This is an optimization exercise on Yosys and OpenROAD, whose aim is small area, not a production implementation.
At most, simulation tests tie the RTL to the original design; equivalence was not proved.
Power figures rest on the tool's default switching activity, not on a simulated workload.

==> run F: inputs <==
// all_mod
module all_mod(
input clk, rst, wr, rd,
input rx,
input [2:0] addr,
input [7:0] din,
output tx,
output [7:0] dout
    );
Settings: LEC_CHECK=0, CAP_MARGIN=20, CORE_MARGIN=2, CORE_UTILIZATION=80, CTS_BUF_LIST=sky130_fd_sc_hd__clkbuf_8, CTS_CLUSTER_DIAMETER=80, CTS_CLUSTER_SIZE=16, SLEW_MARGIN=20; clock period 10.0 ns.
run.sh (not shown) runs the stock make flow with config.mk's settings and CLKGATE_MAP_FILE= SYNTH_SCRIPT=/design/flow/synth_recipe.tcl, a recipe that flattens the netlist after the stock synthesis.
==> run H: changes against run F <==
--- a/flow/design.v
+++ b/flow/design.v
@@ -1,48 +1,48 @@
 module uart_tx_top(
 input clk, rst, baud_pulse, pen, thre, stb, sticky_parity, eps, set_break,
-input cap,               
-input [7:0] din,         
+input [7:0] din,
 input [1:0] wls,
-output dec,              
-output reg sreg_empty,tx
+output reg pop, sreg_empty,tx
 );
 localparam [1:0] IDLE = 2'd0, START = 2'd1, SEND = 2'd2, PARITY = 2'd3;
 reg [1:0] state;
 reg [7:0] shft_reg;
 reg tx_data;
 reg d_parity;
 reg [2:0] bitcnt;
 reg [4:0] count;
 reg parity_out;
 wire cz = (count == 5'd0);
-assign dec = baud_pulse & (state == IDLE) & ~thre & cz;
 always@(posedge clk, posedge rst)
 begin
   if(rst)
     begin
     state      <= IDLE;
     count      <= 5'd15;
+    pop        <= 1'b0;
     sreg_empty <= 1'b1;
     tx_data    <= 1'b1;
     end
   else
     begin
+    pop <= 1'b0;
     if(baud_pulse)
       case(state)
       IDLE:
         if(!thre)
           begin
           if(!cz)
             count <= count - 5'd1;
           else
             begin
             count      <= 5'd15;
             state      <= START;
+            pop        <= 1'b1;
             sreg_empty <= 1'b0;
             tx_data    <= 1'b0;
             end
           end
       START:
         if(!cz)
           count <= count - 5'd1;
         else
@@ -84,23 +84,24 @@
           tx_data <= 1'b1;
           count   <= !stb ? 5'd15 : (wls == 2'b00) ? 5'd17 : 5'd31;
           end
       endcase
     end
 end
 always@(posedge clk)
 begin
-  if(cap)
-    shft_reg <= din;
   if(baud_pulse)
     case(state)
     IDLE:
       if(!thre && cz)
+        begin
         bitcnt   <= {1'b1, wls};
+        shft_reg <= din;
+        end
     START:
       if(cz)
         begin
         d_parity <= ^(shft_reg & {wls == 2'b11, wls[1], |wls, 5'h1f});
         shft_reg <= shft_reg >> 1;
         end
     SEND:
       begin
@@ -122,30 +123,28 @@
   tx <= tx_data & ~set_break;
 end
 endmodule
 module uart_rx_top(
 input clk, rst, baud_pulse, rx, sticky_parity, eps,
 input pen,
 input [1:0] wls,
 output reg push,
-output fend,             
 output reg pe, fe, bi,
 output reg [7:0] dout
     );
 localparam [2:0] IDLE = 3'd0, START = 3'd1, READ = 3'd2, PARITY = 3'd3, STOP = 3'd4;
 reg [2:0] state;
 reg rx_reg;
 reg [2:0] bitcnt;
 reg [3:0] count;
 reg par_bit;
 wire exp_parity = sticky_parity ? ~eps : (eps ? ^dout : ~^dout);
 wire c7 = (count == 4'd7);
 wire c0 = (count == 4'd0);
-assign fend = baud_pulse & (state == START) & c7;
 always@(posedge clk, posedge rst)
 begin
 if(rst)
   begin
   rx_reg <= 1'b1;
   state  <= IDLE;
   push   <= 1'b0;
   pe     <= 1'b0;
@@ -419,137 +418,71 @@
 5: dout_o <= csr.lsr;  
 6: dout_o <= 8'h00;  
 7: dout_o <= csr.scr;  
 default: ;
 endcase
 end
 assign csr_o = csr;
 endmodule
-module tx_fifo(
-input rst, clk, en, clr, push_in, dec,
+module fifo_top(
+input rst, clk, en, clr, push_in, pop_in,
 input [7:0] din,
 output [7:0] dout,
-output empty,
-output cap
+output empty, overrun
 );
 reg [7:0] mem [16];
-reg [4:0] m;       
-reg pend;          
-reg [3:0] fc;      
-reg act;
-wire [4:0] n = m + {4'd0, pend};    
-assign empty = (m == 5'd0) & ~pend;
-wire full = en ? n[4] : ~empty;
-wire push = push_in & ~full;
+reg [4:0] hd;   
+wire empty_t = hd[4];
+wire full_t  = en ? (hd == 5'd15) : ~hd[4];
+wire push = push_in & ~full_t;
+wire pop  = pop_in  & ~empty_t;
+assign dout = mem[hd[3:0]];
 always@(posedge clk, posedge rst)
 begin
 if(rst)
-  begin
-  m    <= 5'd0;
-  pend <= 1'b0;
-  act  <= 1'b0;
-  end
-else
-  begin
-  pend <= dec & ~clr;
-  if(clr)
-    m <= 5'd0;
-  else
-    m <= m + {4'd0, push} - {4'd0, dec};
-  if(dec)
-    act <= 1'b1;
-  else if(fc == 4'd0)
-    act <= 1'b0;
-  end
-end
-wire [4:0] pos = m + {4'd0, push} - 5'd1;    
-always@(posedge clk)
-begin
-if(dec)
-  fc <= 4'd15 - pos[3:0];
-else
-  fc <= fc - 4'd1;
+  hd <= 5'h1f;
+else if(clr)
+  hd <= 5'h1f;
+else if(push & ~pop)
+  hd <= hd + 5'd1;
+else if(pop & ~push)
+  hd <= hd - 5'd1;
 end
-assign cap = act & (fc == 4'd0);
-assign dout = mem[15];
 always@(posedge clk)
 begin
-if(push | (m == 5'd0))
-  mem[0] <= din;
-for(int i = 1; i < 16; i++)
-  if(push | (m <= i))
-    mem[i] <= mem[i-1];
-end
-endmodule
-module rx_fifo(
-input rst, clk, en, clr, push_in, pop_in, fend,
-input [7:0] din,
-output [7:0] dout,
-output empty, overrun
-);
-reg [7:0] mem [16];
-reg [4:0] n;      
-reg flush;
-assign empty = (n == 5'd0);
-wire full = en ? n[4] : ~empty;
-wire push = push_in & ~full;
-wire pop  = pop_in & ~empty;
-always@(posedge clk, posedge rst)
-begin
-if(rst)
+if(push)
   begin
-  n     <= 5'd0;
-  flush <= 1'b0;
-  end
-else
-  begin
-  if(clr)
-    n <= 5'd0;
-  else if(push & ~pop)
-    n <= n + 5'd1;
-  else if(pop & ~push)
-    n <= n - 5'd1;
-  if(clr)
-    flush <= 1'b1;
-  else if(fend)
-    flush <= 1'b0;
+  for(int i = 15; i > 0; i--)
+    mem[i] <= mem[i-1];
+  mem[0] <= din;
   end
 end
-always@(posedge clk)
-begin
-for(int i = 0; i < 15; i++)
-  if(pop | flush | (n <= i))
-    mem[i] <= mem[i+1];
-if(pop | flush | (n <= 15))
-  mem[15] <= din;
-end
-assign dout = flush ? din : mem[0];
 reg overrun_t;
 always@(posedge clk, posedge rst)
 begin
 if(rst)
    overrun_t <= 1'b0;
 else
-   overrun_t <= push_in & full;
+   overrun_t <= push_in & full_t;
 end
+assign empty = empty_t;
 assign overrun = overrun_t;
 endmodule
 module all_mod(
 input clk, rst, wr, rd,
 input rx,
 input [2:0] addr,
 input [7:0] din,
 output tx,
 output [7:0] dout
     );
  csr_t       csr;
  wire baud_pulse;
- wire tx_dec, tx_cap;
- wire rx_fend;
+ wire tx_fifo_pop;
  wire [7:0] tx_fifo_out;
  wire tx_fifo_push;
  wire tx_fifo_empty;
  wire tx_sreg_empty;
  wire r_oe, r_pe, r_fe, r_bi;
  wire rx_fifo_push, rx_fifo_pop;
  wire rx_fifo_empty;
  wire [7:0] rx_out;
@@ -585,57 +518,54 @@
     .rst (rst),
     .baud_pulse (baud_pulse),
     .pen (csr.lcr.pen),
     .thre (tx_fifo_empty),
     .stb (csr.lcr.stb),
     .sticky_parity (csr.lcr.stick_parity),
     .eps (csr.lcr.eps),
     .set_break (csr.lcr.set_break),
-    .cap (tx_cap),
     .din (tx_fifo_out),
     .wls (csr.lcr.wls),
-    .dec (tx_dec),
+    .pop (tx_fifo_pop),
     .sreg_empty (tx_sreg_empty),
     .tx (tx)
 );
-tx_fifo tx_fifo_inst (
+fifo_top tx_fifo_inst (
     .rst (rst),
     .clk (clk),
     .en (csr.fcr.ena),
     .clr (tx_rst),
     .push_in (tx_fifo_push),
-    .dec (tx_dec),
+    .pop_in (tx_fifo_pop),
     .din (din),
     .dout (tx_fifo_out),
     .empty (tx_fifo_empty),
-    .cap (tx_cap)
+    .overrun ()
 );
  uart_rx_top uart_rx_inst (
     .clk (clk),
     .rst (rst),
     .baud_pulse (baud_pulse),
     .rx (rx),
     .sticky_parity (csr.lcr.stick_parity),
     .eps (csr.lcr.eps),
     .pen (csr.lcr.pen),
     .wls (csr.lcr.wls),
     .push (rx_fifo_push),
-    .fend (rx_fend),
     .pe (r_pe),
     .fe (r_fe),
     .bi (r_bi),
     .dout(rx_out)
 );
-rx_fifo rx_fifo_inst (
+fifo_top rx_fifo_inst (
     .rst (rst),
     .clk (clk),
     .en (csr.fcr.ena),
     .clr (rx_rst),
     .push_in (rx_fifo_push),
     .pop_in (rx_fifo_pop),
-    .fend (rx_fend),
     .din (rx_out),
     .dout (rx_fifo_out),
     .empty (rx_fifo_empty),
     .overrun (r_oe)
 );
 endmodule
- ABC_AREA: not set -> 1
- CORE_UTILIZATION: 80 -> 65
- CTS_BUF_LIST: sky130_fd_sc_hd__clkbuf_8 -> sky130_fd_sc_hd__clkbuf_4
- CTS_CLUSTER_DIAMETER: 80 -> not set
- CTS_CLUSTER_SIZE: 16 -> not set
==> run E: changes against run F <==
--- a/flow/design.v
+++ b/flow/design.v
@@ -1,119 +1,108 @@
 module uart_tx_top(
 input clk, rst, baud_pulse, pen, thre, stb, sticky_parity, eps, set_break,
 input cap,               
 input [7:0] din,         
 input [1:0] wls,
 output dec,              
-output reg sreg_empty,tx
+output sreg_empty,
+output reg tx
 );
 localparam [1:0] IDLE = 2'd0, START = 2'd1, SEND = 2'd2, PARITY = 2'd3;
 reg [1:0] state;
-reg [7:0] shft_reg;
-reg tx_data;
-reg d_parity;
+reg [7:0] shft_reg;      
+reg d_parity;            
 reg [2:0] bitcnt;
 reg [4:0] count;
 reg parity_out;
 wire cz = (count == 5'd0);
 assign dec = baud_pulse & (state == IDLE) & ~thre & cz;
+assign sreg_empty = (state == IDLE) | (state == PARITY);
+wire tx_data = (state == IDLE) | ((state == SEND) & shft_reg[0]) | ((state == PARITY) & d_parity);
 always@(posedge clk, posedge rst)
 begin
   if(rst)
     begin
-    state      <= IDLE;
-    count      <= 5'd15;
-    sreg_empty <= 1'b1;
-    tx_data    <= 1'b1;
+    state <= IDLE;
+    count <= 5'd15;
     end
   else
     begin
     if(baud_pulse)
       case(state)
       IDLE:
         if(!thre)
           begin
           if(!cz)
             count <= count - 5'd1;
           else
             begin
-            count      <= 5'd15;
-            state      <= START;
-            sreg_empty <= 1'b0;
-            tx_data    <= 1'b0;
+            count <= 5'd15;
+            state <= START;
             end
           end
       START:
         if(!cz)
           count <= count - 5'd1;
         else
           begin
-          count   <= 5'd15;
-          state   <= SEND;
-          tx_data <= shft_reg[0];
+          count <= 5'd15;
+          state <= SEND;
           end
       SEND:
         if(!cz)
           count <= count - 5'd1;
         else if(bitcnt != 3'd0)
+          count <= 5'd15;
+        else if(pen)
           begin
-          count   <= 5'd15;
-          tx_data <= shft_reg[0];
+          state <= PARITY;
+          count <= 5'd15;
           end
         else
           begin
-          sreg_empty <= 1'b1;
-          if(pen)
-            begin
-            state   <= PARITY;
-            count   <= 5'd15;
-            tx_data <= parity_out;
-            end
-          else
-            begin
-            state   <= IDLE;
-            tx_data <= 1'b1;
-            count   <= !stb ? 5'd15 : (wls == 2'b00) ? 5'd23 : 5'd31;
-            end
+          state <= IDLE;
+          count <= !stb ? 5'd15 : (wls == 2'b00) ? 5'd23 : 5'd31;
           end
       PARITY:
         if(!cz)
           count <= count - 5'd1;
         else
           begin
-          state   <= IDLE;
-          tx_data <= 1'b1;
-          count   <= !stb ? 5'd15 : (wls == 2'b00) ? 5'd17 : 5'd31;
+          state <= IDLE;
+          count <= !stb ? 5'd15 : (wls == 2'b00) ? 5'd17 : 5'd31;
           end
       endcase
     end
 end
 always@(posedge clk)
 begin
   if(cap)
     shft_reg <= din;
   if(baud_pulse)
     case(state)
     IDLE:
       if(!thre && cz)
-        bitcnt   <= {1'b1, wls};
+        bitcnt <= {1'b1, wls};
     START:
       if(cz)
-        begin
         d_parity <= ^(shft_reg & {wls == 2'b11, wls[1], |wls, 5'h1f});
-        shft_reg <= shft_reg >> 1;
-        end
     SEND:
       begin
       parity_out <= sticky_parity ? ~eps : ~(d_parity ^ eps);
-      if(cz && bitcnt != 3'd0)
+      if(cz)
         begin
-        bitcnt   <= bitcnt - 3'd1;
-        shft_reg <= shft_reg >> 1;
+        if(bitcnt != 3'd0)
+          begin
+          bitcnt   <= bitcnt - 3'd1;
+          shft_reg <= shft_reg >> 1;
+          end
+        else
+          d_parity <= parity_out;
         end
       end
     default: ;
     endcase
 end
 always@(posedge clk, posedge rst)
 begin
 if(rst)
@@ -123,44 +112,45 @@
 end
 endmodule
 module uart_rx_top(
 input clk, rst, baud_pulse, rx, sticky_parity, eps,
 input pen,
 input [1:0] wls,
 output reg push,
 output fend,             
-output reg pe, fe, bi,
+output reg pe,
+output fe, bi,           
 output reg [7:0] dout
     );
 localparam [2:0] IDLE = 3'd0, START = 3'd1, READ = 3'd2, PARITY = 3'd3, STOP = 3'd4;
 reg [2:0] state;
 reg rx_reg;
 reg [2:0] bitcnt;
 reg [3:0] count;
 reg par_bit;
+always@(posedge clk)
+  rx_reg <= rx;
 wire exp_parity = sticky_parity ? ~eps : (eps ? ^dout : ~^dout);
 wire c7 = (count == 4'd7);
 wire c0 = (count == 4'd0);
+assign fe = ~rx_reg;
+assign bi = ~rx_reg & ~|dout & ~par_bit;
 assign fend = baud_pulse & (state == START) & c7;
 always@(posedge clk, posedge rst)
 begin
 if(rst)
   begin
-  rx_reg <= 1'b1;
   state  <= IDLE;
   push   <= 1'b0;
   pe     <= 1'b0;
-  fe     <= 1'b0;
-  bi     <= 1'b0;
   dout   <= 8'h00;
   end
 else
   begin
-  rx_reg <= rx;
   push   <= 1'b0;
   if(baud_pulse)
     case(state)
     IDLE:
       if(!rx_reg)
         state <= START;
     START:
       if(c7)
@@ -186,18 +176,16 @@
     PARITY:
       if(c7)
         pe <= rx ^ exp_parity;
       else if(c0)
         state <= STOP;
     STOP:
       if(c7)
         begin
-        fe   <= ~rx;
-        bi   <= ~rx & ~|dout & ~par_bit;
         push <= 1'b1;
         end
       else if(c0)
         state <= IDLE;
     default: state <= IDLE;
     endcase
   end
 end
@@ -255,16 +243,17 @@
     logic [7:0] dmsb;                
     logic [7:0] dlsb;                
   } div_t;
 module regs_uart(
 input clk, rst,
 input wr_i,rd_i,
 input rx_fifo_empty_i,
 input rx_oe, rx_pe, rx_fe, rx_bi,
+input rx_push,
 input tx_fifo_empty_i, tx_sreg_empty_i,
 input [2:0] addr_i,
 input [7:0] din_i,
 output tx_push_o,  
 output rx_pop_o,  
 output baud_out,  
 output tx_rst, rx_rst,
 output [3:0] rx_fifo_threshold,
@@ -296,23 +285,18 @@
      else if ( wr_i && addr_i == 3'b001 && csr.lcr.dlab == 1'b1)
         begin
         dl.dmsb <= din_i;
         end
      end
  reg update_baud;
  reg [15:0] baud_cnt;
  reg baud_pulse;
-    always @(posedge clk, posedge rst)
-    begin
-       if (rst)
-         update_baud <= 1'b0;
-       else
+    always @(posedge clk)
          update_baud <=  wr_i & (csr.lcr.dlab == 1'b1) & ((addr_i == 3'b000) | (addr_i == 3'b001));
-    end
    always @(posedge clk, posedge rst)
    begin
     if (rst)
       baud_cnt  <= 16'h0;
     else if (update_baud || baud_cnt == 16'h0000)
       baud_cnt <= dl;
     else
       baud_cnt <= baud_cnt -1;
@@ -382,18 +366,21 @@
 begin
 csr.lsr <= 8'h60;  
 end
 else
 begin
 csr.lsr.dr   <=  ~rx_fifo_empty_i;
 csr.lsr.oe   <=   rx_oe | (csr.lsr.oe & ~read_lsr);  
 csr.lsr.pe   <=   rx_pe;
-csr.lsr.fe   <=   rx_fe;
-csr.lsr.bi   <=   rx_bi;
+if(rx_push)
+  begin
+  csr.lsr.fe <= rx_fe;
+  csr.lsr.bi <= rx_bi;
+  end
 csr.lsr.thre <=   tx_fifo_empty_i;
 csr.lsr.temt <=   tx_fifo_empty_i & tx_sreg_empty_i;
 csr.lsr.rx_fifo_error <= 1'b0;
 end
 end
  always @(posedge clk, posedge rst)
    begin
      if(rst)
@@ -491,33 +478,30 @@
 reg flush;
 assign empty = (n == 5'd0);
 wire full = en ? n[4] : ~empty;
 wire push = push_in & ~full;
 wire pop  = pop_in & ~empty;
 always@(posedge clk, posedge rst)
 begin
 if(rst)
-  begin
-  n     <= 5'd0;
+  n <= 5'd0;
+else if(clr)
+  n <= 5'd0;
+else if(push & ~pop)
+  n <= n + 5'd1;
+else if(pop & ~push)
+  n <= n - 5'd1;
+end
+always@(posedge clk)
+begin
+if(clr)
+  flush <= 1'b1;
+else if(fend)
   flush <= 1'b0;
-  end
-else
-  begin
-  if(clr)
-    n <= 5'd0;
-  else if(push & ~pop)
-    n <= n + 5'd1;
-  else if(pop & ~push)
-    n <= n - 5'd1;
-  if(clr)
-    flush <= 1'b1;
-  else if(fend)
-    flush <= 1'b0;
-  end
 end
 always@(posedge clk)
 begin
 for(int i = 0; i < 15; i++)
   if(pop | flush | (n <= i))
     mem[i] <= mem[i+1];
 if(pop | flush | (n <= 15))
   mem[15] <= din;
@@ -561,16 +545,17 @@
     .rst (rst),
     .wr_i (wr),
     .rd_i (rd),
     .rx_fifo_empty_i (rx_fifo_empty),
     .rx_oe (r_oe),
     .rx_pe (r_pe),
     .rx_fe (r_fe),
     .rx_bi (r_bi),
+    .rx_push (rx_fifo_push),
     .tx_fifo_empty_i (tx_fifo_empty),
     .tx_sreg_empty_i (tx_sreg_empty),
     .addr_i (addr),
     .din_i (din),
     .tx_push_o (tx_fifo_push),
     .rx_pop_o (rx_fifo_pop),
     .baud_out (baud_pulse),
     .tx_rst (tx_rst),
==> flow/flow/run.sh (new file) <==
#!/bin/bash
# The standard layout, with the smallest buffer as the port buffer that
# global placement puts on every input and output, and small buffers in the
# upper levels of the clock tree.
set -euo pipefail
export BUFFER_PORTS_ARGS="-buffer_cell sky130_fd_sc_hd__buf_1"
export CTS_ARGS="-sink_clustering_enable -repair_clock_nets -sink_clustering_size 16 -sink_clustering_max_diameter 80 -buf_list sky130_fd_sc_hd__clkbuf_8 -sink_clustering_buffer sky130_fd_sc_hd__clkbuf_8 -root_buf sky130_fd_sc_hd__clkbuf_4 -tree_buf sky130_fd_sc_hd__clkbuf_4"
bash standard.sh > standard.log 2>&1
==> flow/standard.sh (new file) <==
#!/bin/bash
# synth_recipe.tcl (not shown) runs the flow's synth.tcl, then flattens the netlist and writes it again
# the make line also repeats each setting of config.mk as NAME=value (left out here)
make -C /OpenROAD-flow-scripts/flow DESIGN_CONFIG=/design/flow/config.mk WORK_HOME=/design/flow/orfs CLKGATE_MAP_FILE= SYNTH_SCRIPT=/design/flow/synth_recipe.tcl "${@:-finish}"
removed: flow/run.sh
==> comparison table <==
| quantity | run F | run H | run E |
|---|---|---|---|
| Run status | finished clean | finished clean | finished clean |
| Final worst hold slack | 390.1 ps | 372.4 ps | 417.5 ps |
| Seq cells | 389 | 383 | 385 |
| Relative area of non-clock buffer cells in the final design | 1.680% | 1.854% | 0.6567% |
| Synth-to-layout area growth | 6.037% | 11.05% | 5.048% |
| Multi-input combinational cell count | 574 | 1037 | 538 |
| Leakage power of the design | 6.287 nW | 7.767 nW | 6.120 nW |
| Clock transition time at the flip-flop clock pins of the worst setup and hold paths | 100 ps | 70 ps | 110 ps |
| Mean post-synth cell area | 14.60 um2 | 10.43 um2 | 14.87 um2 |
| Number of diodes | 0 | 1 | 1 |
| Clock tree root driver cell | sky130_fd_sc_hd__clkbuf_8 | sky130_fd_sc_hd__clkbuf_4 | sky130_fd_sc_hd__clkbuf_4 |
| Largest fanout on the critical path | 24 | 19 | 19 |
| Int Pwr | 2.886 mW | 2.845 mW | 2.853 mW |
| Endpoint of the lowest-slack register-to-register path | tx_fifo_inst.fc[3]$_DFF_P_ | tx_fifo_inst.hd[4]$_DFFE_PP1P_ | tx_fifo_inst.m[4]$_DFF_PP0_ |
| Origin of the worst setup path | addr[0] | addr[0] | addr[2] |
| Flop+latch power | 2.71 mW | 1.97 mW | 2.71 mW |
| Xor and xnor fraction of the mapped netlist area | 2.252% | 1.367% | 2.415% |
| GRT met1 Usage | 43.04% | 43.20% | 43.84% |
| Number of signal-net buffers in the layout | 28 | 34 | 26 |
| Post-synth net total | 1086 | 1638 | 1048 |
| Switching component of the power | 1.111 mW | 1.517 mW | 1.090 mW |
| Drt via density | 6.412 | 5.759 | 6.575 |
| Post-Route M1 WL | 11450 um | 16480 um | 11270 um |
| Tapcell Cnt | 234 | 330 | 229 |
| Worst Hold Launch | uart_rx_inst.fe$_DFFE_PP0P_ | uart_rx_inst.fe$_DFFE_PP0P_ | tx_fifo_inst.mem[5][6]$_DFFE_PP_ |
| Post-synthesis simple-gate area fraction | 9.534% | 20.55% | 8.068% |
Only the layout flow was run in run H; the RTL was not checked for function there.

-- port drivers added, routing unchanged --
The results above use ideal ports. As a check the final layouts listed here were re-extracted and re-timed, cells and wires unchanged.
Step 1 (the two cells are an assumption about what drives the block):
set clk [get_ports {clk}]
set_driving_cell -lib_cell sky130_fd_sc_hd__clkbuf_16 $clk
set_driving_cell -lib_cell sky130_fd_sc_hd__buf_2 [delete_from_list [all_inputs] $clk]
Step 2 times the ports against the registers' clock, not the clock port: input delays grow and output delays shrink by t, the midpoint of the rising clock arrivals with the driver on.
Slacks: no drivers / after step 1 / after step 2; pairs: no drivers / after step 1.
run | t, ns | slack for setup (ns) | worst hold slack (ns)
run F | 0.623 | 4.914 / 4.934 / 4.311 | 0.390 / 0.390 / 0.390
run H | 0.752 | 5.636 / 5.660 / 4.908 | 0.372 / 0.372 / 0.372
run E | 0.780 | 5.455 / 5.419 / 4.638 | 0.418 / 0.418 / 0.418
After both steps every run listed still meets setup and hold. For run E, which loses most, drivers alone change the setup slack by -0.036 ns; drivers and shift together by -0.817 ns.
